Source: an optimization exercise on an open RTL-to-GDS flow (aim: small area and a short achievable clock period). Production flows keep margins and buffers that such runs may drop.
Function was checked by simulation only, so behaviour that the tests miss may differ from the original.
The clock port is modelled as an ideal driver; clocking choices that lean on that would not hold on a real chip.

alpha:
// Vedic
module Vedic(
  input             clk,
  input             rst,
  input      [31:0] A_5,
  input      [31:0] B_5,
  output reg [63:0] Q_REG
);
Size: roughly 140 flip-flops, roughly 130 I/O pins, ~29000 sq um of cells after synthesis.
export LEC_CHECK = 0
export CAP_MARGIN = 20
export CORE_MARGIN = 2
export CORE_UTILIZATION = 40
export SLEW_MARGIN = 20
export SYNTH_HIERARCHICAL = 1
export SYNTH_MINIMUM_KEEP_SIZE = 0
create_clock -name core_clock -period 14.0 [get_ports {clk}]
standard.sh (not shown) runs the stock make flow with config.mk's settings and CLKGATE_MAP_FILE= SYNTH_SCRIPT=/design/flow/synth_recipe.tcl, a recipe that flattens the netlist after the stock synthesis.
==> flow/flow/run.sh <==
#!/bin/bash
# The standard layout (standard.sh, unchanged synthesis) with these changes:
#  - the port buffers are buf_1 (ORFS picks a larger delay buffer by default);
#  - after floorplan, ABC's buffers are removed and every combinational cell
#    is set to its smallest size (flow/downsize.tcl);
#  - CTS's setup repair runs after that skew (in flow/skew.tcl), and it and
#    the later repairs aim at 8.75 ns of setup slack on the 14 ns clock,
#    working on the worst paths (TNS_END_PERCENT=0), so they size up only
#    the cells that the critical paths need; the hold repair fixes the short
#    paths into Q_REG that the skew leaves too fast, with 0.1 ns to spare.
# The make output goes to make_finish.log; each ORFS step keeps its own log
# under orfs/logs.
set -euo pipefail
HERE=$(pwd)
export SKEW_CELLS="dlygate4sd3_1 dlygate4sd3_1 clkdlybuf4s15_1"
bash standard.sh \
  "BUFFER_PORTS_ARGS=-buffer_cell sky130_fd_sc_hd__buf_1" \
  REMOVE_ABC_BUFFERS=1 \
  POST_FLOORPLAN_TCL=$HERE/flow/downsize.tcl \
  POST_CTS_TCL=$HERE/flow/skew.tcl \
  SETUP_SLACK_MARGIN=8.75 TNS_END_PERCENT=0 HOLD_SLACK_MARGIN=0.1 SKIP_CTS_REPAIR_TIMING=1 \
  finish > make_finish.log 2>&1
==> flow/flow/skew.tcl <==
set skew_cells [expr { [info exists ::env(SKEW_CELLS)] ? $::env(SKEW_CELLS) : "dlygate4sd3_1 dlygate4sd3_1 clkdlybuf4s15_1" }]
set skew_n [llength $skew_cells]
set skew_buf sky130_fd_sc_hd__clkbuf_4
set block [ord::get_db_block]
set groups [dict create]
estimate_parasitics -placement
set skew_thr [expr { [info exists ::env(SETUP_SLACK_MARGIN)] ? $::env(SETUP_SLACK_MARGIN) : 1e9 }]
set skew_skipped 0
foreach inst [$block getInsts] {
  if { ![string match "Q_REG*" [$inst getName]] } { continue }
  if { [get_property [get_pins -of_objects [get_cells [$inst getName]] -filter "name == D"] slack_max] >= $skew_thr } {
    incr skew_skipped
    continue
  }
  set it [$inst findITerm CLK]
  set net [$it getNet]
  dict lappend groups [$net getName] $inst
}
set k 0
dict for {netname insts} $groups {
  # centroid of the group
  set sx 0; set sy 0
  set pins {}
  foreach inst $insts {
    set bb [$inst getBBox]
    set sx [expr { $sx + ([$bb xMin] + [$bb xMax]) / 2 }]
    set sy [expr { $sy + ([$bb yMin] + [$bb yMax]) / 2 }]
    lappend pins [get_pins -of_objects [get_cells [$inst getName]] -filter "name == CLK"]
  }
  set n [llength $insts]
  set dbu [$block getDbUnitsPerMicron]
  set cx [expr { double($sx) / $n / $dbu }]
  set cy [expr { double($sy) / $n / $dbu }]
  set order [lsort -real -index 0 [lmap inst $insts p $pins {
    set bb [$inst getBBox]
    list [expr { ([$bb xMin] + [$bb xMax]) / 2.0 }] $p [expr { ([$bb yMin] + [$bb yMax]) / 2.0 }]
  }]]
  set nchunk [expr { ($n + 3) / 4 }]
  set load {}
  for {set c 0} {$c < $nchunk} {incr c} {
    set lo [expr { $c * $n / $nchunk }]
    set hi [expr { ($c + 1) * $n / $nchunk - 1 }]
    set chunk [lrange $order $lo $hi]
    set cp [lmap e $chunk { lindex $e 1 }]
    set bx [expr { [tcl::mathop::+ {*}[lmap e $chunk { lindex $e 0 }]] / [llength $chunk] / $dbu }]
    set by [expr { [tcl::mathop::+ {*}[lmap e $chunk { lindex $e 2 }]] / [llength $chunk] / $dbu }]
    set b [insert_buffer -buffer_cell $skew_buf -net [get_nets $netname] -load_pins $cp \
             -location [list $bx $by] -buffer_name skewbuf_${k}_$c -net_name skewnet_${k}_0_$c]
    lappend load [get_pins [get_full_name $b]/A]
  }
  for {set i 1} {$i <= $skew_n} {incr i} {
    set d [insert_buffer -buffer_cell sky130_fd_sc_hd__[lindex $skew_cells [expr { $i - 1 }]] -net [get_nets $netname] -load_pins $load \
             -location [list $cx $cy] -buffer_name skewdly_${k}_$i -net_name skewnet_${k}_$i]
    set load [get_pins [get_full_name $d]/A]
  }
  incr k
}
puts "skew: delayed the clock of [dict size $groups] Q_REG groups by $skew_cells; $skew_skipped Q_REG flip-flops left as they were"
foreach net [$block getNets] {
  if { [string match "skewnet_*" [$net getName]] } { $net setSigType CLOCK }
}
detailed_placement
estimate_parasitics -placement

# With SKIP_CTS_REPAIR_TIMING set, the setup repair that CTS would have run
# before this hook runs here instead, after the skew, so that it sees the
# clock the layout will have.
if { [info exists ::env(SKIP_CTS_REPAIR_TIMING)] && $::env(SKIP_CTS_REPAIR_TIMING) } {
  repair_timing_helper -setup
  detailed_placement
  check_placement -verbose
  estimate_parasitics -placement
}
Other scripts of this flow, unchanged in this note and not shown: flow/flow/downsize.tcl
In summary, alpha completed successfully, with a layout that passed the timing, DRC and antenna checks.
diff inputs: alpha => beta
==> flow/flow/run.sh <==
#!/bin/bash
# The standard layout (standard.sh, unchanged synthesis) with these changes:
#  - the port buffers are buf_1 (ORFS picks a larger delay buffer by default);
#  - after floorplan, ABC's buffers are removed and every combinational cell
#    is set to its smallest size (flow/downsize.tcl);
#  - CTS's setup repair runs after that skew (in flow/skew.tcl), and it and
#    the later repairs aim at 8.75 ns of setup slack on the 14 ns clock,
#    working on the worst paths (TNS_END_PERCENT=10), so they size up only
#    the cells that the critical paths need; the hold repair fixes the short
#    paths into Q_REG that the skew leaves too fast, with 0.1 ns to spare.
# The make output goes to make_finish.log; each ORFS step keeps its own log
# under orfs/logs.
set -euo pipefail
HERE=$(pwd)
export SKEW_CELLS="dlygate4sd3_1 dlygate4sd3_1"
bash standard.sh \
  "BUFFER_PORTS_ARGS=-buffer_cell sky130_fd_sc_hd__buf_1" \
  REMOVE_ABC_BUFFERS=1 \
  POST_FLOORPLAN_TCL=$HERE/flow/downsize.tcl \
  POST_CTS_TCL=$HERE/flow/skew.tcl \
  SETUP_SLACK_MARGIN=8.75 TNS_END_PERCENT=10 HOLD_SLACK_MARGIN=0.1 SKIP_CTS_REPAIR_TIMING=1 \
  finish > make_finish.log 2>&1
-- flow/flow/skew.tcl --
<<< alpha, line 1
set skew_cells [expr { [info exists ::env(SKEW_CELLS)] ? $::env(SKEW_CELLS) : "dlygate4sd3_1 dlygate4sd3_1 clkdlybuf4s15_1" }]
set skew_n [llength $skew_cells]
set skew_buf sky130_fd_sc_hd__clkbuf_4
>>> beta, line 1
set skew_cells [expr { [info exists ::env(SKEW_CELLS)] ? $::env(SKEW_CELLS) : "dlygate4sd3_1 dlygate4sd3_1" }]
set skew_n [llength $skew_cells]
set skew_buf sky130_fd_sc_hd__clkbuf_4
==> comparison <==
- Comparing beta against alpha, there is no change at all in sequential cell count.
- Final wirelength: beta vs alpha, no meaningful difference
- Diff alpha..beta | footprint of the flip-flops and latches | negligible
- The proportion of cell area occupied by registers on alpha is in line with that on beta.
## Diff of input files: gamma against beta
==> flow/flow/run.sh <==
#!/bin/bash
# The standard layout (standard.sh, unchanged synthesis) with these changes:
#  - the port buffers are buf_1 (ORFS picks a larger delay buffer by default);
#  - after floorplan, ABC's buffers are removed and every combinational cell
#    is set to its smallest size (flow/downsize.tcl);
#  - CTS's setup repair runs after that skew (in flow/skew.tcl), and it and
#    the later repairs aim at 9.0 ns of setup slack on the 14 ns clock,
#    working on the worst paths (TNS_END_PERCENT=0), so they size up only
#    the cells that the critical paths need; the hold repair fixes the short
#    paths into Q_REG that the skew leaves too fast, with 0.1 ns to spare.
# The make output goes to make_finish.log; each ORFS step keeps its own log
# under orfs/logs.
set -euo pipefail
HERE=$(pwd)
export SKEW_CELLS="dlygate4sd3_1 clkdlybuf4s50_1"
bash standard.sh \
  "BUFFER_PORTS_ARGS=-buffer_cell sky130_fd_sc_hd__buf_1" \
  REMOVE_ABC_BUFFERS=1 \
  POST_FLOORPLAN_TCL=$HERE/flow/downsize.tcl \
  POST_CTS_TCL=$HERE/flow/skew.tcl \
  SETUP_SLACK_MARGIN=9.0 TNS_END_PERCENT=0 HOLD_SLACK_MARGIN=0.1 SKIP_CTS_REPAIR_TIMING=1 \
  finish > make_finish.log 2>&1
-- flow/flow/skew.tcl --
<<< beta, line 1
set skew_cells [expr { [info exists ::env(SKEW_CELLS)] ? $::env(SKEW_CELLS) : "dlygate4sd3_1 dlygate4sd3_1" }]
set skew_n [llength $skew_cells]
set skew_buf sky130_fd_sc_hd__clkbuf_4
>>> gamma, line 1
set skew_cells [expr { [info exists ::env(SKEW_CELLS)] ? $::env(SKEW_CELLS) : "dlygate4sd3_1 clkdlybuf4s50_1" }]
set skew_n [llength $skew_cells]
set skew_buf sky130_fd_sc_hd__clkbuf_4
For sequential cell count, beta and gamma come out practically identical. Looking at gamma and beta, the via count normalized by instance count is a wash. Global-route usage of gamma is on par with beta. Final non-filler cell area across gamma and beta: no real change.
Here is what was changed in the inputs of delta compared with gamma.
Settings: PLACE_DENSITY: unset -> 0.75; CORE_UTILIZATION: 40 -> 65.
==> flow/flow/run.sh <==
#!/bin/bash
# The standard layout (standard.sh, unchanged synthesis) with these changes:
#  - the port buffers are buf_1 (ORFS picks a larger delay buffer by default);
#  - after floorplan, ABC's buffers are removed and every combinational cell
#    is set to its smallest size (flow/downsize.tcl);
#  - CTS's setup repair runs after that skew (in flow/skew.tcl), and it and
#    the later repairs aim at 8.75 ns of setup slack on the 14 ns clock,
#    working on the worst paths (TNS_END_PERCENT=0), so they size up only
#    the cells that the critical paths need; the hold repair fixes the short
#    paths into Q_REG that the skew leaves too fast, with 0.1 ns to spare.
# The make output goes to make_finish.log; each ORFS step keeps its own log
# under orfs/logs.
set -euo pipefail
HERE=$(pwd)
export SKEW_CELLS="dlygate4sd3_1 dlygate4sd3_1"
bash standard.sh \
  "BUFFER_PORTS_ARGS=-buffer_cell sky130_fd_sc_hd__buf_1" \
  REMOVE_ABC_BUFFERS=1 \
  POST_FLOORPLAN_TCL=$HERE/flow/downsize.tcl \
  POST_CTS_TCL=$HERE/flow/skew.tcl \
  SETUP_SLACK_MARGIN=8.75 TNS_END_PERCENT=0 HOLD_SLACK_MARGIN=0.1 SKIP_CTS_REPAIR_TIMING=1 \
  finish > make_finish.log 2>&1
-- flow/flow/skew.tcl --
<<< gamma, line 1
set skew_cells [expr { [info exists ::env(SKEW_CELLS)] ? $::env(SKEW_CELLS) : "dlygate4sd3_1 clkdlybuf4s50_1" }]
set skew_n [llength $skew_cells]
set skew_buf sky130_fd_sc_hd__clkbuf_4
>>> delta, line 1
set skew_cells [expr { [info exists ::env(SKEW_CELLS)] ? $::env(SKEW_CELLS) : "dlygate4sd3_1 dlygate4sd3_1" }]
set skew_n [llength $skew_cells]
set skew_buf sky130_fd_sc_hd__clkbuf_4
## What came out
Diff gamma -> delta: fraction of met2 tracks used by global routing higher; number of fillers in the final layout went down; highest achievable clock rate went down by about 4%. Cmp delta vs gamma: first-iteration DRC count higher in delta. Relative to gamma, the number of vias in the routed layout measured on delta has increased slightly. Capture point of the critical path: Q_REG[43] -> delta, Q_REG[47] -> gamma. Overall routed net length was higher in gamma than in delta. delta: final critical delay including setup and external delays 220 ps above gamma. delta vs gamma, cell area went down by 1.7%. The run with more setup slack is gamma; delta has less. Multi-input combinational area share, gamma and delta: larger value in delta. Highest metal layer with signal wires: met4 -> gamma, met5 -> delta.

port drivers added, routing unchanged:
How much do the figures lean on ideal ports? The routed layouts below were timed once more, with nothing changed but the port constraints.
Step 1 (the two cells are an assumption about what drives the block):
set clk [get_ports {clk}]
set_driving_cell -lib_cell sky130_fd_sc_hd__clkbuf_16 $clk
set_driving_cell -lib_cell sky130_fd_sc_hd__buf_2 [delete_from_list [all_inputs] $clk]
Step 2, shift: input delay + t, output delay - t, t = (earliest + latest rising clock arrival at the registers) / 2. This alone moves slack from input paths to output paths.
a / b / c = ideal / step 1 / step 2; a / b = the first two.
run	shift t [ns]	setup WS [ns]	worst setup path after step 2	clock arrival spread, ns	worst register clock-pin slew, ns	pins driven straight from the clock port
alpha	1.268	8.663 / 8.603 / 8.838	register to register	1.460 / 1.461	0.09 / 0.09	1
beta	1.179	8.821 / 8.762 / 8.940	register to register	1.287 / 1.286	0.09 / 0.09	1
gamma	1.145	8.902 / 8.845 / 8.911	register to register	1.220 / 1.220	0.09 / 0.09	1
delta	1.219	8.683 / 8.683 / 8.683	register to register	1.386 / 1.386	0.07 / 0.07	1
In every run listed the clock reaches the registers at very different times; t lies between them, and the last value is a rough guide only.
